Context: an optimization exercise on an open-source flow, tuned for small area, a short achievable clock period and few clock cycles per item. The choices shown serve that exercise and are no tape-out recipe.
No functional check of the RTL was part of any run shown here.

==> design.v <==
`timescale 1ns / 1ps
module k_table(
    input [5:0] round,
    output reg [31:0] constant
    );
    always @*
    begin
    case (round)
        6'h00 : constant <= 32'h428a2f98;
        6'h01 : constant <= 32'h71374491;
        6'h02 : constant <= 32'hb5c0fbcf;
        6'h03 : constant <= 32'he9b5dba5;
        6'h04 : constant <= 32'h3956c25b;
        6'h05 : constant <= 32'h59f111f1;
        6'h06 : constant <= 32'h923f82a4;
        6'h07 : constant <= 32'hab1c5ed5;
        6'h08 : constant <= 32'hd807aa98;
        6'h09 : constant <= 32'h12835b01;
        6'h0a : constant <= 32'h243185be;
        6'h0b : constant <= 32'h550c7dc3;
        6'h0c : constant <= 32'h72be5d74;
        6'h0d : constant <= 32'h80deb1fe;
        6'h0e : constant <= 32'h9bdc06a7;
        6'h0f : constant <= 32'hc19bf174;
        6'h10 : constant <= 32'he49b69c1;
        6'h11 : constant <= 32'hefbe4786;
        6'h12 : constant <= 32'h0fc19dc6;
        6'h13 : constant <= 32'h240ca1cc;
        6'h14 : constant <= 32'h2de92c6f;
        6'h15 : constant <= 32'h4a7484aa;
        6'h16 : constant <= 32'h5cb0a9dc;
        6'h17 : constant <= 32'h76f988da;
        6'h18 : constant <= 32'h983e5152;
        6'h19 : constant <= 32'ha831c66d;
        6'h1a : constant <= 32'hb00327c8;
        6'h1b : constant <= 32'hbf597fc7;
        6'h1c : constant <= 32'hc6e00bf3;
        6'h1d : constant <= 32'hd5a79147;
        6'h1e : constant <= 32'h06ca6351;
        6'h1f : constant <= 32'h14292967;
        6'h20 : constant <= 32'h27b70a85;
        6'h21 : constant <= 32'h2e1b2138;
        6'h22 : constant <= 32'h4d2c6dfc;
        6'h23 : constant <= 32'h53380d13;
        6'h24 : constant <= 32'h650a7354;
        6'h25 : constant <= 32'h766a0abb;
        6'h26 : constant <= 32'h81c2c92e;
        6'h27 : constant <= 32'h92722c85;
        6'h28 : constant <= 32'ha2bfe8a1;
        6'h29 : constant <= 32'ha81a664b;
        6'h2a : constant <= 32'hc24b8b70;
        6'h2b : constant <= 32'hc76c51a3;
        6'h2c : constant <= 32'hd192e819;
        6'h2d : constant <= 32'hd6990624;
        6'h2e : constant <= 32'hf40e3585;
        6'h2f : constant <= 32'h106aa070;
        6'h30 : constant <= 32'h19a4c116;
        6'h31 : constant <= 32'h1e376c08;
        6'h32 : constant <= 32'h2748774c;
        6'h33 : constant <= 32'h34b0bcb5;
        6'h34 : constant <= 32'h391c0cb3;
        6'h35 : constant <= 32'h4ed8aa4a;
        6'h36 : constant <= 32'h5b9cca4f;
        6'h37 : constant <= 32'h682e6ff3;
        6'h38 : constant <= 32'h748f82ee;
        6'h39 : constant <= 32'h78a5636f;
        6'h3a : constant <= 32'h84c87814;
        6'h3b : constant <= 32'h8cc70208;
        6'h3c : constant <= 32'h90befffa;
        6'h3d : constant <= 32'ha4506ceb;
        6'h3e : constant <= 32'hbef9a3f7;
        default: constant <= 32'hc67178f2;
endcase
end
endmodule
`timescale 1ns / 1ps
module sha_round(a, b, c, d, e, f, g, p, a_out, e_out);
input [31:0] a;
input [31:0] b;
input [31:0] c;
input [31:0] d;
input [31:0] e;
input [31:0] f;
input [31:0] g;
input [31:0] p;
output [31:0] a_out;
output [31:0] e_out;
function [63:0] csa;
    input [31:0] x;
    input [31:0] y;
    input [31:0] z;
    reg [31:0] cy;
    begin
        cy = (x & y) | (z & (x | y));
        csa = {cy[30:0], 1'b0, x ^ y ^ z};
    end
endfunction
function [63:0] c42;
    input [31:0] x;
    input [31:0] y;
    input [31:0] z;
    input [31:0] w;
    reg [31:0] t, co, ci, cy;
    begin
        co = (x & y) | (z & (x | y));
        ci = {co[30:0], 1'b0};
        t = x ^ y ^ z;
        cy = ((t ^ w) & ci) | (~(t ^ w) & w);
        c42 = {cy[30:0], 1'b0, t ^ w ^ ci};
    end
endfunction
wire [31:0] ch = (e & f) ^ (~e & g);
wire [31:0] ma = (a & b) | (c & (a | b));
wire [31:0] sum0 = {a[1:0], a[31:2]} ^ {a[12:0], a[31:13]} ^ {a[21:0], a[31:22]};
wire [31:0] sum1 = {e[5:0], e[31:6]} ^ {e[10:0], e[31:11]} ^ {e[24:0], e[31:25]};
wire [63:0] e2 = c42(p, d, ch, sum1);
assign e_out = e2[31:0] + e2[63:32];
wire [63:0] a2 = c42(ch, ma, sum0, sum1);
wire [63:0] a3 = csa(p, a2[31:0], a2[63:32]);
assign a_out = a3[31:0] + a3[63:32];
endmodule
`timescale 1ns / 1ps
module message_schedule(w0, w1, w9, w14, message);
input [31:0] w0;
input [31:0] w1;
input [31:0] w9;
input [31:0] w14;
output [31:0] message;
wire [31:0] s0 = {w1[6:0], w1[31:7]} ^ {w1[17:0], w1[31:18]} ^ {3'b0, w1[31:3]};
wire [31:0] s1 = {w14[16:0], w14[31:17]} ^ {w14[18:0], w14[31:19]} ^ {10'b0, w14[31:10]};
wire [31:0] p = w0 ^ w9 ^ s0;
wire [31:0] pc = (w0 & w9) | (s0 & (w0 | w9));
wire [31:0] pcs = {pc[30:0], 1'b0};
wire [31:0] q = p ^ pcs ^ s1;
wire [31:0] qc = (p & pcs) | (s1 & (p | pcs));
wire [31:0] qcs = {qc[30:0], 1'b0};
assign message = q + qcs;
endmodule
`timescale 1ns / 1ps
`timescale 1ns / 1ps
module block_solver (
	input clk,
	input rst_n,
	input [255:0] midstate,
	input [95:0] header_leftovers,
	input [255:0] target,
	input [31:0] nonce_start,
	output [2:0] state_out,
	output [31:0] current_nonce
);
localparam integer NP = 2;    
reg [5:0] t;         
reg ld;              
reg q61, q62, q63;   
reg p0, p1;          
reg [1:0] fill;      
reg done;
reg nosol;
reg [31:0] cur;      
reg [31:0] cur_o;
reg done_o, nosol_o;
reg [31:0] mwa, mwe;  
reg [31:0] k_in;     
reg [31:0] k_out;    
reg [31:0] twa, twe;  
reg [1:0] lp;        
wire [31:0] k_rom;
k_table constants (.round(ld ? 6'd1 : (t == 6'd63 ? 6'd0 : t + 6'd2)), .constant(k_rom));
wire [31:0] feed = cur + (fill == 2'd2 ? 2 * NP : (fill == 2'd1 ? NP : 0));
reg [31:0] in_alt;
always @(*) begin
	in_alt = 32'h0;
	if (ld) in_alt = 32'h00000280;
	else case (t)
		6'd49: in_alt = header_leftovers[95:64];
		6'd50: in_alt = header_leftovers[63:32];
		6'd51: in_alt = header_leftovers[31:0];
		6'd53: in_alt = 32'h80000000;
		default: in_alt = 32'h0;
	endcase
end
wire in_nonce = !ld && t == 6'd52;
wire in_comp = !ld && (t < 6'd48);
wire [31:0] out_alt = p0 ? 32'h00000100 : (!ld && t == 6'd58 ? 32'h80000000 : 32'h0);
wire out_comp = !ld && !p0 && (t <= 6'd48);
always @(posedge clk) begin
	if (!ld && t == 6'd60) begin
		mwa <= midstate[159:128]; mwe <= midstate[31:0];
	end else if (q61) begin
		mwa <= midstate[191:160]; mwe <= midstate[63:32];
	end else if (q62) begin
		mwa <= midstate[223:192]; mwe <= midstate[95:64];
	end else begin
		mwa <= midstate[255:224]; mwe <= midstate[127:96];
	end
	if (q61) begin
		twa <= target[127:96];    twe <= target[255:224];
	end else if (q62) begin
		twa <= target[95:64];     twe <= target[223:192];
	end else if (q63) begin
		twa <= target[63:32];     twe <= target[191:160];
	end else begin
		twa <= target[31:0];      twe <= target[159:128];
	end
	lp <= q61 ? 2'd0 : lp + 2'd1;
	k_in <= k_rom;
	k_out <= k_in;
end
wire [NP-1:0] found;
localparam [255:0] IV = {
	32'h6a09e667, 32'hbb67ae85, 32'h3c6ef372, 32'ha54ff53a,
	32'h510e527f, 32'h9b05688c, 32'h1f83d9ab, 32'h5be0cd19};
reg [31:0] ia_w, ie_w;
always @(*) begin
	case (lp)
	2'd0: begin ia_w = IV[159:128]; ie_w = IV[31:0];   end
	2'd1: begin ia_w = IV[191:160]; ie_w = IV[63:32];  end
	2'd2: begin ia_w = IV[223:192]; ie_w = IV[95:64];  end
	default: begin ia_w = IV[255:224]; ie_w = IV[127:96]; end
	endcase
end
function [1:0] cmp32;
	input [31:0] x;
	input [31:0] y;
	reg [31:0] lt, gt;
	integer l, i;
	begin
		lt = ~x & y;
		gt = x & ~y;
		for (l = 1; l < 32; l = l * 2)
			for (i = 0; i < 32; i = i + 2 * l) begin
				lt[i] = lt[i + l] | (~gt[i + l] & lt[i]);
				gt[i] = gt[i + l] | (~lt[i + l] & gt[i]);
			end
		cmp32 = {lt[0], gt[0]};
	end
endfunction
genvar j, k;
generate
	for (j = 0; j < NP; j = j + 1) begin : pipe
		wire [223:0] st [0:1];
		wire [31:0] h1a, h1e;
		for (k = 0; k < 2; k = k + 1) begin : eng
			reg [223:0] s;       
			reg [511:0] w;
			reg [31:0] p;
			wire [31:0] a_out, e_out;
			wire [31:0] wnew;
			wire eld = k ? p0 : ld;             
			wire e63 = k ? ld : q63;            
			wire [223:0] init = k ? IV[255:32] : midstate[255:32];
			wire [31:0] init_h = k ? IV[31:0] : midstate[31:0];
			wire [31:0] kn = k ? k_out : k_in;
			sha_round core_op (
				.a(s[223:192]), .b(s[191:160]), .c(s[159:128]), .d(s[127:96]),
				.e(s[95:64]), .f(s[63:32]), .g(s[31:0]), .p(p),
				.a_out(a_out), .e_out(e_out));
			message_schedule messages (
				.w0(w[31:0]), .w1(w[63:32]), .w9(w[9*32 +: 32]), .w14(w[14*32 +: 32]),
				.message(wnew));
			wire hcomp = k ? out_comp : in_comp;
			wire [31:0] halt = k ? out_alt : (in_nonce ? feed + j : in_alt);
			wire [31:0] head = hcomp ? wnew : halt;
			wire [511:0] shifted = {head, w[511:32]};
			wire [31:0] hn = s[31:0];
			wire [31:0] wn = w[63:32];
			wire [31:0] pc = (hn & kn) | (wn & (hn | kn));
			wire [31:0] p_next = (hn ^ kn ^ wn) + {pc[30:0], 1'b0};
			always @(posedge clk) begin
				s[223:32] <= eld ? init[223:32] : {a_out, s[223:128], e_out, s[95:64]};
				s[31:0] <= eld ? init[31:0] : (e63 ? init_h : s[63:32]);
				p <= p_next;
				if (k) begin
					w[511:384] <= shifted[511:384];
					w[383:352] <= q61 ? h1e : shifted[383:352];                 
					w[351:320] <= shifted[351:320];
					w[319:288] <= q62 ? h1e : shifted[319:288];                 
					w[287:256] <= shifted[287:256];
					w[255:224] <= q61 ? h1a : (q63 ? h1e : shifted[255:224]);   
					w[223:192] <= shifted[223:192];
					w[191:160] <= q62 ? h1a : (ld ? h1e : shifted[191:160]);    
					w[159:128] <= shifted[159:128];
					w[127:96]  <= q63 ? h1a : shifted[127:96];                  
					w[95:64]   <= shifted[95:64];
					w[63:32]   <= ld ? h1a : shifted[63:32];                    
					w[31:0]    <= shifted[31:0];
				end else begin
					w <= shifted;
				end
			end
			assign st[k] = s;
		end
		assign h1a = st[0][223:192] + mwa;
		assign h1e = st[0][95:64] + mwe;
		wire [31:0] h2a = st[1][223:192] + ia_w;
		wire [31:0] h2e = st[1][95:64] + ie_w;
		wire [31:0] hva = {h2a[7:0], h2a[15:8], h2a[23:16], h2a[31:24]};
		wire [31:0] hve = {h2e[7:0], h2e[15:8], h2e[23:16], h2e[31:24]};
		wire hi_lt, hi_gt, lo_lt, lo_gt;
		assign {hi_lt, hi_gt} = cmp32(hve, twe);
		assign {lo_lt, lo_gt} = cmp32(hva, twa);
		reg hlt, hgt, llt, lgt;    
		always @(posedge clk) begin
			hlt <= (hlt | (!hgt & hi_lt)) & !q62 | q62 & hi_lt;
			hgt <= (hgt | (!hlt & hi_gt)) & !q62 | q62 & hi_gt;
			llt <= (llt | (!lgt & lo_lt)) & !q62 | q62 & lo_lt;
			lgt <= (lgt | (!llt & lo_gt)) & !q62 | q62 & lo_gt;
		end
		assign found[j] = hlt | (!hgt & llt);
	end
endgenerate
reg stop;
reg stop_found;
reg [31:0] inc;
integer i;
always @(*) begin
	stop = 1'b0;
	stop_found = 1'b0;
	inc = NP;
	for (i = NP - 1; i >= 0; i = i - 1) begin
		if (found[i] || cur == 32'hffffffff - i) begin
			stop = 1'b1;
			stop_found = found[i];
			inc = i;
		end
	end
end
wire step = p1 && !done && fill == 2'd2;
always @(posedge clk) begin
	if (!rst_n) begin
		t <= 6'd49;
		ld <= 1'b0;
		q61 <= 1'b0;
		q62 <= 1'b0;
		q63 <= 1'b0;
		p0 <= 1'b0;
		p1 <= 1'b0;
		fill <= 2'd0;
		done <= 1'b0;
		nosol <= 1'b0;
		cur <= nonce_start;
	end else begin
		if (!ld) t <= t + 6'd1;
		q61 <= !ld && (t == 6'd60);
		q62 <= q61;
		q63 <= q62;
		ld <= q63;
		p0 <= ld;
		p1 <= p0;
		cur <= cur + (step ? inc : 32'd0);
		if (p1 && !done) begin
			if (fill != 2'd2) begin
				fill <= fill + 2'd1;
			end else if (stop) begin
				done <= 1'b1;
				nosol <= !stop_found;
			end
		end
	end
end
always @(posedge clk) begin
	cur_o <= cur;
	done_o <= rst_n && done;
	nosol_o <= nosol;
end
assign state_out = {1'b0, done_o, nosol_o};
assign current_nonce = cur_o;
endmodule
==> flow/run.sh <==
#!/bin/bash
set -euo pipefail
export SETUP_SLACK_MARGIN=11.7
export BUFFER_PORTS_ARGS="-buffer_cell sky130_fd_sc_hd__buf_1"
bash standard.sh > standard.log 2>&1
==> standard.sh <==
#!/bin/bash
# synth_recipe.tcl (not shown) runs the flow's synth.tcl, then flattens the netlist and writes it again
# the make line also repeats each setting of config.mk as NAME=value (left out here)
make -C /OpenROAD-flow-scripts/flow DESIGN_CONFIG=/design/flow/config.mk WORK_HOME=/design/flow/orfs CLKGATE_MAP_FILE= SYNTH_SCRIPT=/design/flow/synth_recipe.tcl "${@:-finish}"
==> config.mk <==
export PLATFORM = sky130hd
export DESIGN_NAME = block_solver
export DESIGN_NICKNAME = block_solver
export VERILOG_FILES = /design/flow/design.v
export SDC_FILE = /design/flow/constraint.sdc
export NUM_CORES = 8
export LEC_CHECK = 0
export ABC_AREA = 1
export CAP_MARGIN = 20
export CORE_MARGIN = 2
export CORE_UTILIZATION = 55
export PLACE_DENSITY = 0.75
export SLEW_MARGIN = 20
export SYNTH_HIERARCHICAL = 1
export SYNTH_MINIMUM_KEEP_SIZE = 400
==> constraint.sdc <==
create_clock -name core_clock -period 16.0 [get_ports {clk}]
set_input_delay 3.2000 -clock core_clock [delete_from_list [all_inputs] [get_ports {clk}]]
set_output_delay 3.2000 -clock core_clock [all_outputs]
set_load 0.01 [all_outputs]
==> results of run 1 <==
worst paths after layout:
check,to,cells past startpoint
worst min register to register,pipe[1].eng[1].w[144],0
worst max-delay path,pipe[0].eng[0].s[95],17
worst min-delay path,pipe[1].eng[1].w[144],0
worst max register to register,pipe[0].eng[0].s[95],17
synthesized netlist by cell type (all sizes together) (5+ instances only):
cell,instances,share of area
a211oi,5,0.00021
a21boi,79,0.0033
a21o,92,0.0039
a21oi,897,0.025
a221oi,18,0.00088
a31oi,63,0.0022
and2,35,0.0012
buf,85,0.0026
clkbuf,360,0.0075
dfxtp,3356,0.37
fa,762,0.085
ha,734,0.051
inv,3148,0.066
maj3,172,0.0096
mux2,60,0.0038
mux2i,7,0.00039
nand2,6631,0.14
nand3,1032,0.029
nand3b,39,0.0016
nand4,158,0.0056
nor2,1658,0.035
nor3,130,0.0040
nor3b,10,0.00042
nor4,33,0.0012
o211ai,68,0.0028
o21a,50,0.0021
o21ai,1117,0.031
o21bai,75,0.0031
o22ai,30,0.0010
o311ai,5,0.00024
o31ai,14,0.00059
or2,313,0.011
xnor2,1004,0.049
xor2,840,0.041
critical path: stages, from the launching register on:
cell and delay (ns):
dfxtp_4 0.54, nand2_1 0.22, o21ai_4 0.29, inv_1 0.12, fa_1 0.60, or2_1 0.15, nand2_1 0.06, xnor2_1 0.77
ha_1 0.49, a21o_1 0.26, nand3_1 0.09, nand2_1 0.11, a21oi_1 0.15, nand3_1 0.34, nand3_1 0.21, nand2_1 0.07
nand2_1 0.09, nand2_1 0.06
through the flow:
step	instance area (sq um)	setup WS [ns]
2_1_floorplan	179200	11.85
3_3_place_gp	186500	10.61
3_5_place_dp	186500	10.53
4_1_cts	200900	11.29
5_1_grt	205000	11.30
6_report	205100	11.20
area by class of cell:
cell class              instances  area share
flip-flops and latches       3356      0.3314
repair buffers                989     0.02681
multi-input cells           16150      0.4968
well taps                    4325     0.02639
clock inverters               174     0.01321
inverters                    3152     0.05817
clock buffers                 452     0.04634
diodes                         74   0.0009029
sequential cells by signal, indices dropped and copies added (netlist names), 32 cells and up:
name        cells
cur            32
pipe.eng.s    896
mwa            32
mwe            32
pipe.eng.p    128
pipe.eng.w   2048
k_out          32
cur_o          32
twe            32
twa            32
k_in           32
modules after synthesis, one instance, submodules excluded:
module            flip-flops and latches  copies in the design  area (sq um)
sha_round                              0                     4          9876
message_schedule                       0                     4          5035
k_table                                0                     1          2912
block_solver                        3356                     1        116600
what timing repair did:
item	CTS	global route
setup buffers	37	139
endpoints found under the setup margin	250	208
resized for setup	620	744
pin swaps	39	152
metal layers:
metal  vias up  GRT usage
li1      73780          -
met1     76570     0.5857
met2     10630     0.6495
met3      2659     0.1338
met4        32     0.3682
met5         -          0
logic make-up after synthesis:
logic type / after synthesis / synth area share
simple gates: 10040 / 0.2300
buf+inv: 3597 / 0.07617
flops: 3356 / 0.3749
compound gates: 2534 / 0.07817
xor+xnor: 1844 / 0.09059
fa+ha+maj: 1668 / 0.1460
mux: 67 / 0.004161
other cells: 1 / 0.00002093
==> key figures, run 1 <==
Die
  – Die area: 330400 sq um
  – Initial Util: 0.5526
  – Die W: 574.8 um
  – Die Y: 574.8 um
  – # rows: 209
  – Core region area: 324300 sq um
  – Io pins: 677

Setup path
  – Worst setup SP type: flip-flop
  – Crit Path Max Fanout: 8
  – CP arrival: 5.68 ns
  – Critical path class: reg -> reg
  – FF-to-FF Start: pipe[0].eng[0].s[92]
  – Worst setup path startpoint: pipe[0].eng[0].s[92]
  – R2r setup slk: 11.20 ns
  – WP data required: 16.88 ns
  – Crit. End Element: flip-flop

Logic synthesis
  – Most used DFF post-synth: dfxtp_1
  – Syn Area/Cell: 7.756 sq um
  – Post-Syn Nets: 25240
  – EDFF count, synth: 0
  – Cells after Synth: 23110
  – Asr flop ratio synth: 0
  – Sequential fraction of the synthesis area: 0.3749
  – Syn. warnings: 9
  – Seq cells post-synth: 3356
  – Yosys cell types: 69
  – Post-Synthesis Cell Area: 179200 sq um

Clock network
  – Num CTS Buffers: 342
  – Clock Path Buffers: 4
  – Clock Pin Slew Worst Setup and Hold Paths: 0.06 ns
  – Clock latency (worst-skew pair): 1.08 ns
  – Root Buffer: clkbuf_16
  – Clk sink count: 3356
  – CTS tree: yes
  – Hold-fix buffers, CTS: 0
  – Htree depth: 5

STA
  – Worst hold margin: 0.2721 ns
  – Slew Limit Fails: 0
  – Final hold violation count: 0
  – Clock Skew: 0.1351 ns
  – Minimum clock period: 4.801 ns
  – RSZ-0062 raised after global routing: true
  – TNS Setup: 0 ns
  – Max frequency: 208.3 MHz
  – Worst-Margin Slew: 1.287 ns
  – Rel. slew slack: 0.1329
  – Final period util: 0.3001
  – Final setup violating endpoints: 0

Final layout
  – Share of layout cells above drive strength 1: 0.09841
  – Commonest cells after routing, fill and taps aside: nand2_1, inv_1, dfxtp_1
  – Area of the multi-input gates: 101900 sq um
  – Final Core Density: 0.6325
  – Synth-to-Final Area Change: 14.45%
  – Commonest non-fill, non-tap cell in the layout: nand2_1
  – Layout fillers: 28140
  – Nets: 26130
  – Finished Layout Cells: 28680
  – Register Area: 67970 sq um

Global route
  – Largest net degree at the start of global routing: 207
  – Vias in the first global route: 151200
  – Total GRT Usage: 0.4601
  – First-pass GRT wire length: 1085000 um
  – Initial antenna violation count: 115
  – Total global routing overflow: 0

Place
  – PortBufs: 675
  – Final HPWL DP: 630700 um
  – Placed cells: 27800
  – Routability cong.: 1.152

Hold path
  – Hold Startpoint: pipe[1].eng[1].w[176]
  – Type of the worst min-delay path: reg -> reg

Routing
  – Antenna Nets Post-Route: 0
  – DRT Wirelength: 785700 um
  – Drt drc: 0
  – TritonRoute pass-1 iters: 18
  – 1st-iter DRT viols: 21600
  – Max layer used: met5
  – Drt wl/cell: 27.40 um
  – Via count: 163700
  – Routed length on met1: 294600 um
  – Met3 wire length: 101100 um
  – DR vias/cell: 5.708
  – Met2 routed WL: 312900 um

Status
  – Status: finished clean

Run
  – Max-cap violations: 0
==> run 2: changes to the inputs <==
==> flow/run.sh (replaced) <==
#!/bin/bash
set -euo pipefail
export SETUP_SLACK_MARGIN=11.4
export BUFFER_PORTS_ARGS="-buffer_cell sky130_fd_sc_hd__buf_1"
bash standard.sh > standard.log 2>&1
--- a/config.mk
+++ b/config.mk
@@ -9,7 +9,7 @@
 export CAP_MARGIN = 20
 export CORE_MARGIN = 2
 export CORE_UTILIZATION = 55
-export PLACE_DENSITY = 0.75
+export PLACE_DENSITY = 0.85
 export SLEW_MARGIN = 20
 export SYNTH_HIERARCHICAL = 1
 export SYNTH_MINIMUM_KEEP_SIZE = 400
==> run 2 against run 1 <==
Clock-buffer cell count decreased by 5. Clock skew is 0.019 ns lower. Global-route usage up 4.7 points. Final cell count decreased by 0.63%. Sequential share of layout area increased by 0.68 points. Utilization fell by 1.6 points. Area after synthesis unchanged. Critical path type unchanged. Highest routed layer unchanged.
==> key figures, run 2 <==
Routing
  – Routed length on met1: 289400 um (-1.8%)
  – Met3 wire length: 99200 um (-1.9%)
  – Max layer used: met5
  – DR vias/cell: 5.842 (+2.3%)
  – Drt drc: 0 (unchanged)
  – Antenna Nets Post-Route: 0 (unchanged)
  – Drt wl/cell: 30.32 um (+11%)
  – Via count: 166400 (+1.7%)
  – Met2 routed WL: 360000 um (+15%)
  – TritonRoute pass-1 iters: 9 (-9)
  – DRT Wirelength: 864000 um (+10%)
  – 1st-iter DRT viols: 21580 (-0.13%)

Logic synthesis
  – Most used DFF post-synth: dfxtp_1
  – Synth area leaders: dfxtp_1, nand2_1, fa_1
  – Largest family of logic cells by synthesized area: simple AND/OR/NAND/NOR gates
  – Yosys top cell by area: dfxtp_1
  – Simple-gate share of the synthesized area: 0.2300 (unchanged)
  – Post-Synth XOR/XNOR Area: 0.09059 (unchanged)
  – Post-Syn Nets: 25240 (unchanged)
  – Cells after Synth: 23110 (unchanged)
  – Post-Synth Adder-Cell Area: 0.1460 (unchanged)
  – Most common cell in the netlist: nand2_1
  – Syn Area/Cell: 7.756 sq um (unchanged)
  – Mux contribution to synthesized area: 0.004161 (unchanged)
  – Synth top area share: 0.3749 (unchanged)
  – Asr flop ratio synth: 0 (unchanged)
  – Seq cells post-synth: 3356 (unchanged)
  – EDFF count, synth: 0 (unchanged)
  – Top cells by count, synth: nand2_1, dfxtp_1, inv_1, nor2_1, o21ai_0
  – Post-synthesis compound-gate area fraction: 0.07817 (unchanged)
  – Post-Synthesis Cell Area: 179200 sq um (unchanged)
  – Sequential fraction of the synthesis area: 0.3749 (unchanged)
  – Yosys cell types: 69 (unchanged)
  – Syn. warnings: 9 (unchanged)

STA
  – Minimum clock period: 4.676 ns (-0.1245 ns)
  – RSZ-0062 raised after global routing: true
  – Worst-Margin Slew: 1.342 ns (+0.05510 ns)
  – Clock Skew: 0.1160 ns (-0.01903 ns)
  – Worst setup margin: 11.32 ns (+0.1245 ns)
  – Rel. slew slack: 0.09577 (-0.03712)
  – Worst hold margin: 0.2686 ns (-0.003515 ns)
  – Final setup violating endpoints: 0 (unchanged)
  – TNS Setup: 0 ns (unchanged)
  – Final period util: 0.2923 (-0.007781)
  – Max frequency: 213.8 MHz (+2.7%)
  – Final hold violation count: 0 (unchanged)
  – Slew Limit Fails: 0 (unchanged)

Global route
  – First-pass GRT wire length: 1180000 um (+8.8%)
  – Vias in the first global route: 159500 (+5.5%)
  – Initial antenna violation count: 119 (+3.5%)
  – Total global routing overflow: 0 (unchanged)
  – Total GRT Usage: 0.5069 (+0.04680)
  – Largest net degree at the start of global routing: 187 (-9.7%)

Final layout
  – Synth-to-Final Area Change: 11.63%
  – Final Instance Area: 200000 sq um (-2.5%)
  – Share of layout cells above drive strength 1: 0.07124 (-0.02717)
  – Nets: 25960 (-0.67%)
  – Max reg flops: 2048 (unchanged)
  – Commonest non-fill, non-tap cell in the layout: nand2_1
  – Most flops, register: pipe.eng.w
  – Biggest regs: pipe.eng.w (2048), pipe.eng.s (896), pipe.eng.p (128)
  – Commonest cells after routing, fill and taps aside: nand2_1, inv_1, dfxtp_1
  – Final Core Density: 0.6169 (-0.01556)

Place
  – PortBufs: 675 (unchanged)
  – Final HPWL DP: 687700 um (+9.0%)
  – Routability cong.: 1.174 (+1.9%)
  – Placed Area: 186400 sq um (about the same)
  – Setup WS pre-CTS: 10.23 ns (-0.2985 ns)

Setup path
  – CP arrival: 5.61 ns (-0.07 ns)
  – Crit. End Element: flip-flop
  – Crit Path Max Fanout: 4 (-4)
  – WP data required: 16.93 ns (+0.05 ns)
  – Worst setup SP type: flip-flop
  – Critical path class: reg -> reg

Clock network
  – Clk sink count: 3356 (unchanged)
  – Htree depth: 5 (unchanged)
  – Clock latency (worst-skew pair): 1.01 ns (-0.07 ns)
  – Clock Path Buffers: 4 (unchanged)
  – CTS tree: yes
  – Clock Pin Slew Worst Setup and Hold Paths: 0.07 ns (about the same)
  – Hold-fix buffers, CTS: 0 (unchanged)
  – Num CTS Buffers: 344 (+0.58%)
  – Root Buffer: clkbuf_16

Die
  – Io pins: 677 (unchanged)
  – Die Y: 574.8 um (unchanged)
  – # rows: 209 (unchanged)
  – Core region area: 324300 sq um (unchanged)
  – Die W: 574.8 um (unchanged)
  – Die area: 330400 sq um (unchanged)
  – Initial Util: 0.5526 (unchanged)

Run
  – Max-cap violations: 0 (unchanged)

Hold path
  – Type of the worst min-delay path: reg -> reg

Status
  – Status: finished clean
## run 2: cell counts after synthesis
No cell type changed its count.
## run 2: final timing paths
path                          from                     to  slack [ns]  depth (start not counted)
max                         mwa[1]   pipe[0].eng[1].w[48]       11.32                         13
min          pipe[0].eng[1].w[181]  pipe[0].eng[1].w[149]        0.27                          0
max reg2reg                 mwa[1]   pipe[0].eng[1].w[48]       11.32                         13
min reg2reg  pipe[0].eng[1].w[181]  pipe[0].eng[1].w[149]        0.27                          0
## run 2: through the flow
| stage | std cells |
|---|---|
| 3_5_place_dp | 27780 |
| 3_3_place_gp | 27780 |
| 4_1_cts | 28390 |
| 2_1_floorplan | 23110 |
| 5_1_grt | 28450 |
| 6_report | 28490 |
## run 2: layer usage
layer,GRT usage,vias to the layer above
met1,0.5522,77220
li1,-,73440
met3,0.1542,4031
met2,0.7575,11710
met5,0.0001435,-
met4,0.5451,42
## run 2: repair_timing
| item | in CTS | in global routing |
|---|---|---|
| endpoints found under the setup margin | 171 | 182 |
| gates resized for setup | 199 | 347 |
| pin swaps | 0 | 12 |
| buffers inserted | 1 | 17 |
## run 2: per-module statistics from Yosys (local to each module, per instance)
module | cells | flip-flops and latches | area, sq um
block_solver | 13330 | 3356 | 116600
sha_round | 1504 | 0 | 9876
message_schedule | 781 | 0 | 5035
k_table | 632 | 0 | 2912
## run 2: area by class of cell
| cell class | instances | area (sq um) |
|---|---|---|
| inverter | 3152 | 11880 |
| timing repair buffer | 811 | 3830 |
| sequential | 3356 | 67660 |
| tap | 4325 | 5411 |
| antenna | 81 | 202.7 |
| fill | 27630 | 124200 |
| clock buffer | 447 | 9579 |
| multi-input combinational | 16150 | 99240 |
| clock inverter | 168 | 2241 |
## run 2: critical path, cell delays in order, from the launching register on
cell     delay (ns)
dfxtp_1        0.69
inv_1          0.40
fa_1           0.54
o21ai_0        0.29
a21oi_1        0.16
o21a_1         0.26
o21ai_1        0.39
nand2_1        0.09
nand2_1        0.24
nand4_1        0.13
nand3_1        0.16
xor2_1         0.82
inv_1          0.19
o21ai_0        0.21
## run 2: logic make-up after synthesis
group,count (synthesis)
AND/OR/NAND/NOR,10040
buffers and inverters,3597
flip-flops,3356
AO/OA/AOI/OAI,2534
XOR/XNOR,1844
adder cells (fa/ha/maj),1668
multiplexers,67
other,1
==> run 3: changes to the inputs <==
--- a/design.v
+++ b/design.v
@@ -193,15 +193,6 @@
 	end else begin
 		mwa <= midstate[255:224]; mwe <= midstate[127:96];
 	end
-	if (q61) begin
-		twa <= target[127:96];    twe <= target[255:224];
-	end else if (q62) begin
-		twa <= target[95:64];     twe <= target[223:192];
-	end else if (q63) begin
-		twa <= target[63:32];     twe <= target[191:160];
-	end else begin
-		twa <= target[31:0];      twe <= target[159:128];
-	end
 	lp <= q61 ? 2'd0 : lp + 2'd1;
 	k_in <= k_rom;
 	k_out <= k_in;
@@ -210,6 +201,14 @@
 localparam [255:0] IV = {
 	32'h6a09e667, 32'hbb67ae85, 32'h3c6ef372, 32'ha54ff53a,
 	32'h510e527f, 32'h9b05688c, 32'h1f83d9ab, 32'h5be0cd19};
+always @(*) begin
+	case (lp)
+	2'd0: begin twa = target[127:96]; twe = target[255:224]; end
+	2'd1: begin twa = target[95:64];  twe = target[223:192]; end
+	2'd2: begin twa = target[63:32];  twe = target[191:160]; end
+	default: begin twa = target[31:0]; twe = target[159:128]; end
+	endcase
+end
 reg [31:0] ia_w, ie_w;
 always @(*) begin
 	case (lp)
==> flow/run.sh (replaced) <==
#!/bin/bash
set -euo pipefail
export SETUP_SLACK_MARGIN=11.6
export BUFFER_PORTS_ARGS="-buffer_cell sky130_fd_sc_hd__buf_1"
bash standard.sh > standard.log 2>&1
--- a/config.mk
+++ b/config.mk
@@ -8,8 +8,8 @@
 export ABC_AREA = 1
 export CAP_MARGIN = 20
 export CORE_MARGIN = 2
-export CORE_UTILIZATION = 55
-export PLACE_DENSITY = 0.85
+export CORE_UTILIZATION = 60
+export PLACE_DENSITY = 0.75
 export SLEW_MARGIN = 20
 export SYNTH_HIERARCHICAL = 1
 export SYNTH_MINIMUM_KEEP_SIZE = 400
==> run 3 against run 2 <==
Die area fell by 9.1%. Still clean. Global-route usage rose by 0.31 points.
==> key figures, run 3 <==
Status
  – Status: finished clean

Final layout
  – Synth-to-Final Area Change: 12.66%
  – Most flops, register: pipe.eng.w
  – Final Core Density: 0.6798 (+0.06286)
  – Share of layout cells above drive strength 1: 0.08661 (+0.01537)
  – Register Area: 66630 sq um (-1.5%)
  – Layout fillers: 23520 (-15%)
  – Biggest regs: pipe.eng.w (2048), pipe.eng.s (896), pipe.eng.p (128)
  – Commonest cells after routing, fill and taps aside: nand2_1, inv_1, dfxtp_1
  – Area of the multi-input gates: 100700 sq um (+1.5%)
  – Nets: 25770 (-0.73%)
  – Max reg flops: 2048 (unchanged)
  – Commonest non-fill, non-tap cell in the layout: nand2_1

Clock network
  – Clock Pin Slew Worst Setup and Hold Paths: 0.07 ns (about the same)
  – Clock Path Buffers: 4 (unchanged)
  – CTS tree: yes
  – Root Buffer: clkbuf_16
  – Clock latency (worst-skew pair): 0.99 ns (-0.02 ns)
  – Hold-fix buffers, CTS: 0 (unchanged)
  – Htree depth: 5 (unchanged)
  – Clk sink count: 3292 (-1.9%)
  – Num CTS Buffers: 333 (-3.2%)

Logic synthesis
  – Seq cells post-synth: 3292 (-1.9%)
  – Most common cell in the netlist: nand2_1
  – Syn. warnings: 9 (unchanged)
  – Yosys top cell by area: dfxtp_1
  – Post-Synthesis Cell Area: 177600 sq um (-0.90%)
  – Synth top area share: 0.3711 (-0.003812)
  – Sequential fraction of the synthesis area: 0.3711 (-0.003812)
  – Syn Area/Cell: 7.765 sq um (+0.13%)
  – Asr flop ratio synth: 0 (unchanged)
  – EDFF count, synth: 0 (unchanged)
  – Yosys cell types: 66 (-4.3%)
  – Top cells by count, synth: nand2_1, dfxtp_1, inv_1, nor2_1, xnor2_1
  – Post-Syn Nets: 25030 (-0.86%)
  – Synth area leaders: dfxtp_1, nand2_1, fa_1
  – Cells after Synth: 22870 (-1.0%)
  – Most used DFF post-synth: dfxtp_1

STA
  – Clock Skew: 0.1163 ns (+0.0002740 ns)
  – Slew Limit Fails: 0 (unchanged)
  – Minimum clock period: 4.674 ns (-0.002600 ns)
  – Worst-Margin Slew: 1.413 ns (+0.07109 ns)
  – Final hold violation count: 0 (unchanged)
  – TNS Setup: 0 ns (unchanged)
  – Rel. slew slack: 0.05106 (-0.04471)
  – Max frequency: 214.0 MHz (about the same)
  – Final period util: 0.2921 (about the same)
  – RSZ-0062 raised after global routing: true
  – Worst hold margin: 0.2766 ns (+0.007958 ns)
  – Worst setup margin: 11.33 ns (+0.002600 ns)
  – Final setup violating endpoints: 0 (unchanged)

Setup path
  – Crit path max-delay family: flip-flops
  – Bufs and invs on worst path: 1 (-1)
  – CP arrival: 1.47 ns (-4.14 ns)
  – CP cell instances: buf_6
  – Crit. End Element: output pin
  – Crit-path slowest cell: dfxtp_4
  – Critical path class: reg -> out
  – WP data required: 12.80 ns (-4.13 ns)
  – Slowest cell delay on critical path: 0.39 ns (-0.43 ns)
  – Worst setup SP type: flip-flop
  – Crit Path Max Fanout: 1 (-3)

Routing
  – Antenna Nets Post-Route: 0 (unchanged)
  – TritonRoute pass-1 iters: 13 (+4)
  – DR vias/cell: 5.957 (+2.0%)
  – DRT Wirelength: 794200 um (-8.1%)
  – 1st-iter DRT viols: 23200 (+7.5%)
  – Drt wl/cell: 28.49 um (-6.0%)
  – Via count: 166000 (-0.24%)
  – Drt drc: 0 (unchanged)

Hold path
  – Type of the worst min-delay path: reg -> reg

Die
  – Initial Util: 0.6034 (+0.05078)
  – Die area: 300300 sq um (-9.1%)
  – Die Y: 548.0 um (-4.7%)
  – Io pins: 677 (unchanged)
  – # rows: 199 (-4.8%)
  – Die W: 548.0 um (-4.7%)
  – Core region area: 294300 sq um (-9.2%)

Global route
  – Vias in the first global route: 155700 (-2.4%)
  – Largest net degree at the start of global routing: 192 (+2.7%)
  – Total GRT Usage: 0.5100 (+0.003106)
  – First-pass GRT wire length: 1095000 um (-7.2%)
  – Initial antenna violation count: 96 (-19%)
  – Total global routing overflow: 0 (unchanged)

Run
  – Max-cap violations: 0 (unchanged)

Place
  – Routability cong.: 1.225 (+4.3%)
  – Final HPWL DP: 627800 um (-8.7%)
  – PortBufs: 675 (unchanged)
  – Setup WS pre-CTS: 10.46 ns (+0.2286 ns)
-- run 3: cell count changes in the layout (fill, tap and decap cells not counted), sizes merged, moves of 23 or more --
| cell | change |
|---|---|
| a21oi | +40 |
| a22o | +56 |
| dfxtp | -64 |
| nand2 | -125 |
| nand3 | -77 |
| nor2 | +23 |
| o21ai | -123 |
| o22ai | +50 |
-- run 3: layout make-up --
cell class                 count  share of cell area
clock inverter               174             0.01266
tap                         3919             0.02451
sequential                  3292              0.3331
inverter                    3139             0.05919
timing repair buffer         832             0.02018
antenna                       80            0.001001
multi-input combinational  16010              0.5035
clock buffer                 428             0.04585
-- run 3: stage by stage --
step	instance area, sq um	instances
2_1_floorplan	177700	22870
3_3_place_gp	184100	27120
3_5_place_dp	184100	27120
4_1_cts	197100	27730
5_1_grt	199900	27810
6_report	200100	27880
-- run 3: path summary, 6_finish.rpt --
kind | cells past startpoint | from | slack, ns | end
setup reg to reg | 17 | pipe[1].eng[0].s[199] | 11.36 | pipe[1].eng[0].s[199]
hold reg to reg | 0 | pipe[0].eng[0].w[86] | 0.28 | pipe[0].eng[0].w[54]
hold / removal | 0 | pipe[0].eng[0].w[86] | 0.28 | pipe[0].eng[0].w[54]
setup / recovery | 1 | cur_o[17] | 11.33 | current_nonce[17]
-- run 3: per-module statistics from Yosys, one instance, submodules excluded --
| module | cell area (sq um) | copies in the design | flops+latches | cells inside |
|---|---|---|---|---|
| block_solver | 115100 | 1 | 3292 | 13120 |
| sha_round | 9876 | 4 | 0 | 1504 |
| message_schedule | 5035 | 4 | 0 | 781 |
| k_table | 2843 | 1 | 0 | 610 |
-- run 3: cell families (layout without fill, tap and decap cells) --
| logic type | Yosys count | count (layout) | synth area share |
|---|---|---|---|
| adder cells (fa/ha/maj) | 1687 | 1687 | 0.1487 |
| buffers and inverters | 3566 | 4573 | 0.07609 |
| AO/OA/AOI/OAI | 2580 | 2580 | 0.08195 |
| multiplexers | 67 | 67 | 0.004199 |
| other | 1 | 81 | 0.00002112 |
| XOR/XNOR | 1827 | 1827 | 0.09057 |
| AND/OR/NAND/NOR | 9849 | 9849 | 0.2274 |
| flip-flops | 3292 | 3292 | 0.3711 |
-- run 3: per-layer routing --
metal | vias up | global-route usage | part of all wire
met5 | - | 0.002058 | 0.00094
met4 | 72 | 0.4403 | 0.11
met3 | 3450 | 0.2016 | 0.15
met2 | 12030 | 0.7218 | 0.40
met1 | 77620 | 0.6012 | 0.35
li1 | 72880 | - | -
-- run 3: what timing repair did --
action | CTS | global route
endpoints found under the setup margin | 166 | 190
resized for setup | 392 | 644
pin swaps | 10 | 82
cloned | 0 | 0
endpoints found under the hold margin | 0 | 0
setup buffers | 11 | 62
==> run 4: changes to the inputs <==
--- a/config.mk
+++ b/config.mk
@@ -8,8 +8,8 @@
 export ABC_AREA = 1
 export CAP_MARGIN = 20
 export CORE_MARGIN = 2
-export CORE_UTILIZATION = 60
-export PLACE_DENSITY = 0.75
+export CORE_UTILIZATION = 58
+export PLACE_DENSITY = 0.7
 export SLEW_MARGIN = 20
 export SYNTH_HIERARCHICAL = 1
 export SYNTH_MINIMUM_KEEP_SIZE = 400
==> run 4 against run 3 <==
Synthesized cell count did not move. Clock-buffer cell count grew 6. Cell area grew 0.48%. Area after synthesis stayed put. First-iteration DRC count rose by 8.3%. Register-to-register slack got worse by 0.03 ns. Die area up 3.4%. Via count up 1.4%. Sequential share of layout area is 0.14 points lower.
==> key figures, run 4 <==
Clock network
  – Num CTS Buffers: 332 (-0.30%)
  – Hold-fix buffers, CTS: 0 (unchanged)
  – Root Buffer: clkbuf_16
  – Htree depth: 5 (unchanged)
  – Clock Pin Slew Worst Setup and Hold Paths: 0.07 ns (about the same)
  – Clock Path Buffers: 4 (unchanged)
  – Clock latency (worst-skew pair): 1.04 ns (+0.05 ns)
  – Clk sink count: 3292 (unchanged)
  – CTS tree: yes

Die
  – Die W: 557.3 um (+1.7%)
  – Core region area: 305300 sq um (+3.7%)
  – Die area: 310600 sq um (+3.4%)
  – # rows: 203 (+2.0%)
  – Initial Util: 0.5817 (-0.02173)
  – Die Y: 557.3 um (+1.7%)
  – Io pins: 677 (unchanged)

Global route
  – First-pass GRT wire length: 1136000 um (+3.7%)
  – Largest net degree at the start of global routing: 152 (-21%)
  – Total GRT Usage: 0.5162 (+0.006233)
  – Initial antenna violation count: 110 (+15%)
  – Vias in the first global route: 159000 (+2.1%)
  – Total global routing overflow: 0 (unchanged)

Routing
  – TritonRoute pass-1 iters: 16 (+3)
  – Antenna Nets Post-Route: 0 (unchanged)
  – Met2 routed WL: 329400 um (+4.6%)
  – Drt drc: 0 (unchanged)
  – Drt wl/cell: 29.49 um (+3.5%)
  – Via count: 168300 (+1.4%)
  – Max layer used: met5
  – 1st-iter DRT viols: 25140 (+8.3%)
  – DR vias/cell: 5.988 (+0.53%)
  – DRT Wirelength: 828900 um (+4.4%)
  – Met3 wire length: 121900 um (+5.8%)
  – Routed length on met1: 289600 um (+4.4%)

Logic synthesis
  – Sequential fraction of the synthesis area: 0.3711 (unchanged)
  – EDFF count, synth: 0 (unchanged)
  – Simple-gate share of the synthesized area: 0.2274 (unchanged)
  – Yosys top cell by area: dfxtp_1
  – Post-Synth Adder-Cell Area: 0.1487 (unchanged)
  – Post-synthesis compound-gate area fraction: 0.08195 (unchanged)
  – Most common cell in the netlist: nand2_1
  – Mux contribution to synthesized area: 0.004199 (unchanged)
  – Yosys cell types: 66 (unchanged)
  – Post-Syn Nets: 25030 (unchanged)
  – Post-Synthesis Cell Area: 177600 sq um (unchanged)
  – Synth top area share: 0.3711 (unchanged)
  – Post-Synth XOR/XNOR Area: 0.09057 (unchanged)
  – Top cells by count, synth: nand2_1, dfxtp_1, inv_1, nor2_1, xnor2_1
  – Seq cells post-synth: 3292 (unchanged)
  – Syn Area/Cell: 7.765 sq um (unchanged)
  – Largest family of logic cells by synthesized area: simple AND/OR/NAND/NOR gates
  – Syn. warnings: 9 (unchanged)
  – Synth area leaders: dfxtp_1, nand2_1, fa_1
  – Most used DFF post-synth: dfxtp_1
  – Asr flop ratio synth: 0 (unchanged)
  – Cells after Synth: 22870 (unchanged)

Final layout
  – Final Core Density: 0.6585 (-0.02133)
  – Register Area: 66680 sq um (about the same)
  – Nets: 25790 (+0.11%)
  – Share of layout cells above drive strength 1: 0.09121 (+0.004591)
  – Commonest non-fill, non-tap cell in the layout: nand2_1
  – Max reg flops: 2048 (unchanged)
  – Biggest regs: pipe.eng.w (2048), pipe.eng.s (896), pipe.eng.p (128)
  – Layout fillers: 24920 (+6.0%)
  – Most flops, register: pipe.eng.w
  – Synth-to-Final Area Change: 13.20%
  – Area of the multi-input gates: 101100 sq um (+0.34%)
  – Commonest cells after routing, fill and taps aside: nand2_1, inv_1, dfxtp_1

Setup path
  – Crit. End Element: output pin
  – Crit path max-delay family: flip-flops
  – Depth of the most critical reg-to-reg path: 15 (-2)
  – Setup crit end: current_nonce[28]
  – FF-to-FF Start: pipe[0].eng[0].w[42]
  – Reg2reg end: pipe[0].eng[0].w[505]
  – Worst setup path startpoint: cur_o[28]
  – R2r setup slk: 11.33 ns (-0.03 ns)
  – WP data required: 12.80 ns (about the same)
  – Bufs and invs on worst path: 1 (unchanged)
  – CP arrival: 1.52 ns (+0.05 ns)
  – Critical path class: reg -> out
  – Crit Path Max Fanout: 1 (unchanged)
  – Worst path depth: 1 (unchanged)
  – CP cell instances: buf_6
  – Slowest cell delay on critical path: 0.33 ns (-0.06 ns)
  – Worst setup SP type: flip-flop
  – Crit-path slowest cell: dfxtp_2

STA
  – Final hold violation count: 0 (unchanged)
  – Clock Skew: 0.1535 ns (+0.03722 ns)
  – TNS Setup: 0 ns (unchanged)
  – Worst-Margin Slew: 1.169 ns (-0.2440 ns)
  – Slew Limit Fails: 0 (unchanged)
  – Rel. slew slack: 0.2149 (+0.1638)
  – Minimum clock period: 4.719 ns (+0.04540 ns)
  – Final setup violating endpoints: 0 (unchanged)
  – Max frequency: 211.9 MHz (-0.96%)
  – Final period util: 0.2949 (+0.002837)
  – RSZ-0062 raised after global routing: true

Place
  – PortBufs: 675 (unchanged)
  – Final HPWL DP: 651700 um (+3.8%)
  – Routability cong.: 1.197 (-2.3%)

Run
  – Max-cap violations: 0 (unchanged)

Hold path
  – Type of the worst min-delay path: reg -> reg

Status
  – Status: finished clean
-- run 4: cell type report --
class,count,share of cell area
clock buffers,434,0.04635
inverters,3139,0.05890
clock inverters,176,0.01143
well taps,4100,0.02552
repair buffers,861,0.02210
multi-input cells,16010,0.5028
flip-flops and latches,3292,0.3317
diodes,94,0.001170
-- run 4: per-stage QoR --
step / hold WS (ns) / instance area (sq um) / setup slack, ns / instances
detailed placement: 0.3121 / 184400 / 10.43 / 27310
global route: 0.2139 / 200900 / 11.27 / 28050
global placement: 0.3095 / 184400 / 10.34 / 27310
finish: 0.2119 / 201000 / 11.28 / 28110
CTS: 0.2281 / 197400 / 11.29 / 27920
floorplan: 0.3096 / 177700 / 11.34 / 22870
-- run 4: metal layers --
metal	up-vias	track usage
met2	12890	0.7293
li1	72930	-
met1	78620	0.6076
met3	3812	0.2106
met4	60	0.4337
met5	-	0.01467
-- run 4: worst min-delay path by stage --
stage	start	to	slack (ns)	depth (start not counted)
global route	pipe[1].eng[1].w[225]	pipe[1].eng[1].w[193]	0.21	0
CTS	pipe[1].eng[1].w[240]	pipe[1].eng[1].w[208]	0.23	0
floorplan	pipe[0].eng[0].w[132]	pipe[0].eng[0].w[100]	0.31	0
global placement	pipe[0].eng[0].w[394]	pipe[0].eng[0].w[362]	0.31	0
finish	pipe[1].eng[1].w[240]	pipe[1].eng[1].w[208]	0.21	0
detailed placement	pipe[0].eng[0].w[168]	pipe[0].eng[0].w[136]	0.31	0
-- run 4: cells by family (layout without fill, tap and decap cells) --
| logic type | after synthesis | count (layout) |
|---|---|---|
| adder cells (fa/ha/maj) | 1687 | 1687 |
| AO/OA/AOI/OAI | 2580 | 2580 |
| multiplexers | 67 | 67 |
| XOR/XNOR | 1827 | 1827 |
| AND/OR/NAND/NOR | 9849 | 9849 |
| flip-flops | 3292 | 3292 |
| buffers and inverters | 3566 | 4610 |
| other | 1 | 95 |
-- run 4: timing repair --
item                       4_1_cts  5_1_grt
resized for setup              455      710
buffers inserted                 4       86
pin swaps                       10       83
setup endpoints to repair      175      179
cloned                           0        2
-- run 4: modules after synthesis, one instance, submodules excluded --
module	times used	flops+latches	cell area, sq um	cells inside
k_table	1	0	2843	610
message_schedule	4	0	5035	781
block_solver	1	3292	115100	13120
sha_round	4	0	9876	1504
==> run 5: changes to the inputs <==
--- a/design.v
+++ b/design.v
@@ -148,7 +148,7 @@
 	output [2:0] state_out,
 	output [31:0] current_nonce
 );
-localparam integer NP = 2;    
+localparam integer NP = 1;    
 reg [5:0] t;         
 reg ld;              
 reg q61, q62, q63;   
--- a/config.mk
+++ b/config.mk
@@ -8,8 +8,8 @@
 export ABC_AREA = 1
 export CAP_MARGIN = 20
 export CORE_MARGIN = 2
-export CORE_UTILIZATION = 58
-export PLACE_DENSITY = 0.7
+export CORE_UTILIZATION = 55
+export PLACE_DENSITY = 0.75
 export SLEW_MARGIN = 20
 export SYNTH_HIERARCHICAL = 1
 export SYNTH_MINIMUM_KEEP_SIZE = 400
==> run 5 against run 4 <==
Still clean on timing, DRC and antenna. Non-clock buffer count down 125. Die area shrank 43%. Cell area shrank 46%. Critical path type unchanged.
==> key figures, run 5 <==
Place
  – Final HPWL DP: 317600 um (-51%)
  – PortBufs: 675 (unchanged)
  – Placed Area: 100300 sq um (-46%)
  – Setup WS pre-CTS: 10.94 ns (+0.5122 ns)
  – Placed cells: 15280 (-44%)
  – Routability cong.: 1.082 (-9.6%)

Clock network
  – Hold-fix buffers, CTS: 0 (unchanged)
  – Num CTS Buffers: 174 (-48%)
  – Clock latency (worst-skew pair): 0.89 ns (-0.15 ns)
  – Clock Pin Slew Worst Setup and Hold Paths: 0.07 ns (about the same)
  – Clock Path Buffers: 3 (-1)
  – CTS tree: yes
  – Htree depth: 4 (-1)
  – Clk sink count: 1752 (-47%)
  – Root Buffer: clkbuf_16

STA
  – Final hold violation count: 0 (unchanged)
  – Minimum clock period: 4.520 ns (-0.1995 ns)
  – Final period util: 0.2825 (-0.01247)
  – Max frequency: 221.3 MHz (+4.4%)
  – RSZ-0062 raised after global routing: true
  – Slew Limit Fails: 0 (unchanged)
  – Worst-Margin Slew: 1.212 ns (+0.04234 ns)
  – Rel. slew slack: 0.1923 (-0.02262)
  – Clock Skew: 0.05792 ns (-0.09560 ns)
  – Worst setup margin: 11.48 ns (+0.1995 ns)
  – TNS Setup: 0 ns (unchanged)
  – Final setup violating endpoints: 0 (unchanged)

Logic synthesis
  – Seq cells post-synth: 1752 (-47%)
  – Most common cell in the netlist: nand2_1
  – Cells after Synth: 12540 (-45%)
  – Top cells by count, synth: nand2_1, dfxtp_1, inv_1, nor2_1, nand3_1
  – Syn. warnings: 9 (unchanged)
  – Most used DFF post-synth: dfxtp_1
  – Syn Area/Cell: 7.633 sq um (-1.7%)
  – EDFF count, synth: 0 (unchanged)
  – Sequential fraction of the synthesis area: 0.3666 (-0.004537)
  – Synth area leaders: dfxtp_1, nand2_1, fa_1
  – Post-Syn Nets: 13960 (-44%)
  – Yosys cell types: 65 (-1.5%)
  – Asr flop ratio synth: 0 (unchanged)
  – Post-Synthesis Cell Area: 95680 sq um (-46%)
  – Synth top area share: 0.3666 (-0.004537)
  – Yosys top cell by area: dfxtp_1

Die
  – Die Y: 421.1 um (-24%)
  – Initial Util: 0.5517 (-0.03001)
  – Die area: 177300 sq um (-43%)
  – # rows: 153 (-25%)
  – Die W: 421.1 um (-24%)
  – Io pins: 677 (unchanged)
  – Core region area: 173400 sq um (-43%)

Setup path
  – Slowest cell delay on critical path: 0.32 ns (about the same)
  – CP cell instances: buf_6
  – Crit Path Max Fanout: 1 (unchanged)
  – Crit-path slowest cell: dfxtp_2
  – Crit. End Element: output pin
  – Bufs and invs on worst path: 1 (unchanged)
  – Setup crit end: current_nonce[30]
  – CP arrival: 1.32 ns (-0.20 ns)
  – Critical path class: reg -> out
  – Worst setup path startpoint: cur_o[30]
  – R2r setup slk: 11.51 ns (+0.18 ns)
  – FF-to-FF Start: pipe[0].eng[1].s[67]
  – Worst path depth: 1 (unchanged)
  – WP data required: 12.80 ns (about the same)
  – Crit path max-delay family: flip-flops
  – Reg2reg end: pipe[0].eng[1].s[92]
  – Depth of the most critical reg-to-reg path: 17 (+2)
  – Worst setup SP type: flip-flop

Routing
  – Drt drc: 0 (unchanged)
  – 1st-iter DRT viols: 11670 (-54%)
  – Via count: 91770 (-45%)
  – TritonRoute pass-1 iters: 10 (-6)
  – DRT Wirelength: 415900 um (-50%)
  – DR vias/cell: 5.871 (-1.9%)
  – Drt wl/cell: 26.61 um (-9.8%)
  – Antenna Nets Post-Route: 0 (unchanged)

Global route
  – Total global routing overflow: 0 (unchanged)
  – Largest net degree at the start of global routing: 147 (-3.3%)
  – Initial antenna violation count: 30 (-73%)
  – Total GRT Usage: 0.4506 (-0.06562)
  – Met2 GRT Util: 0.6919 (-0.03745)
  – First-pass GRT wire length: 589000 um (-48%)
  – GR peak layer: met2
  – Global routing usage on met1: 0.5244 (-0.08323)
  – Vias in the first global route: 90040 (-43%)
  – GRT met3 Usage: 0.1283 (-0.08230)

Final layout
  – Final Instance Area: 107700 sq um (-46%)
  – Most flops, register: pipe.eng.w
  – Biggest regs: pipe.eng.w (1024), pipe.eng.s (448), pipe.eng.p (64)
  – Commonest cells after routing, fill and taps aside: nand2_1, inv_1, dfxtp_1
  – Nets: 14570 (-44%)
  – Synth-to-Final Area Change: 12.59%
  – Max reg flops: 1024 (-50%)
  – Finished Layout Cells: 15630 (-44%)
  – Area of the multi-input gates: 53740 sq um (-47%)
  – Share of layout cells above drive strength 1: 0.07163 (-0.01958)
  – Commonest non-fill, non-tap cell in the layout: nand2_1
  – Layout fillers: 14520 (-42%)
  – Register Area: 35440 sq um (-47%)

Hold path
  – Type of the worst min-delay path: reg -> reg
  – Hold Path Depth: 0 (unchanged)

Run
  – Max-cap violations: 0 (unchanged)

Status
  – Status: finished clean
## run 5: area by class of cell
class / instances / share of cell area
clock inverter: 78 / 0.01123
antenna: 14 / 0.0003252
inverter: 1623 / 0.05689
timing repair buffer: 736 / 0.03014
tap: 2325 / 0.02700
sequential: 1752 / 0.3290
clock buffer: 239 / 0.04653
multi-input combinational: 8863 / 0.4989
## run 5: metrics by stage
step                  util  hold WS, ns
floorplan                -       0.3096
global placement    0.5782       0.3097
detailed placement  0.5782       0.3121
CTS                 0.6165       0.2812
global route        0.6210       0.2874
finish              0.6211       0.2862
## run 5: cell families (layout without fill, tap and decap cells)
kind of cell	count (synthesis)	count (layout)	synth area share
AOI/OAI and AO/OA	1507	1507	0.08921
muxes	38	38	0.004407
other	1	15	0.00003919
xor gates and xnor gates	924	924	0.08497
buffers and inverters	1920	2676	0.07726
DFF	1752	1752	0.3666
adders and majority gates	858	858	0.1400
and+or+nand+nor	5535	5535	0.2376
## run 5: how the worst min path moves through the flow
stage / startpoint / endpoint / slack, ns
finish: pipe[0].eng[0].w[140] / pipe[0].eng[0].w[108] / 0.29
CTS: pipe[0].eng[0].w[140] / pipe[0].eng[0].w[108] / 0.28
global placement: pipe[0].eng[0].w[370] / pipe[0].eng[0].w[338] / 0.31
detailed placement: pipe[0].eng[1].w[509] / pipe[0].eng[1].w[477] / 0.31
floorplan: pipe[0].eng[0].w[132] / pipe[0].eng[0].w[100] / 0.31
global route: pipe[0].eng[0].w[140] / pipe[0].eng[0].w[108] / 0.29
## run 5: Yosys stat by module, one instance, submodules excluded
module	area, sq um	flip-flops and latches
block_solver	62690	1752
k_table	3094	0
message_schedule	5035	0
sha_round	9915	0
## run 5: what timing repair did
action | in CTS | in global routing
setup endpoints to repair | 89 | 91
cloned | 0 | 0
setup buffers | 0 | 20
pin swaps | 0 | 12
gates resized for setup | 196 | 203
## run 5: metal layers
layer  wire length, um  up-vias
met3             48610     1970
met1            145100    43060
met2            180000     6217
met5               195        -
li1                  -    40500
met4             42090       22

==> static timing again, ports no longer ideal <==
Ports are ideal in the flow. The routed layouts listed here were re-timed in OpenROAD.
Step 1 assumes that a clkbuf_16 drives the clock port and a buf_2 every other input.
Step 2 also shifts input and output timing later by t, the mid clock arrival at the registers, as if the neighbouring blocks saw the same clock.
Slacks: ideal / step 1 / step 2; pairs: ideal / step 1.
run	t, ns	setup slack, ns	worst hold slack (ns)
run 1	1.115	11.199 / 11.199 / 10.978	0.272 / 0.272 / 0.272
run 2	1.085	11.324 / 11.205 / 10.959	0.269 / 0.269 / 0.269
run 3	1.046	11.326 / 11.210 / 10.603	0.277 / 0.277 / 0.277
run 4	1.079	11.281 / 11.163 / 10.617	0.212 / 0.212 / 0.212
run 5	0.954	11.480 / 11.386 / 10.959	0.286 / 0.286 / 0.286
After both steps setup and hold are still met in every run listed. The setup slack of run 3, which loses most, moves by -0.116 ns with the drivers and by -0.723 ns with both steps.
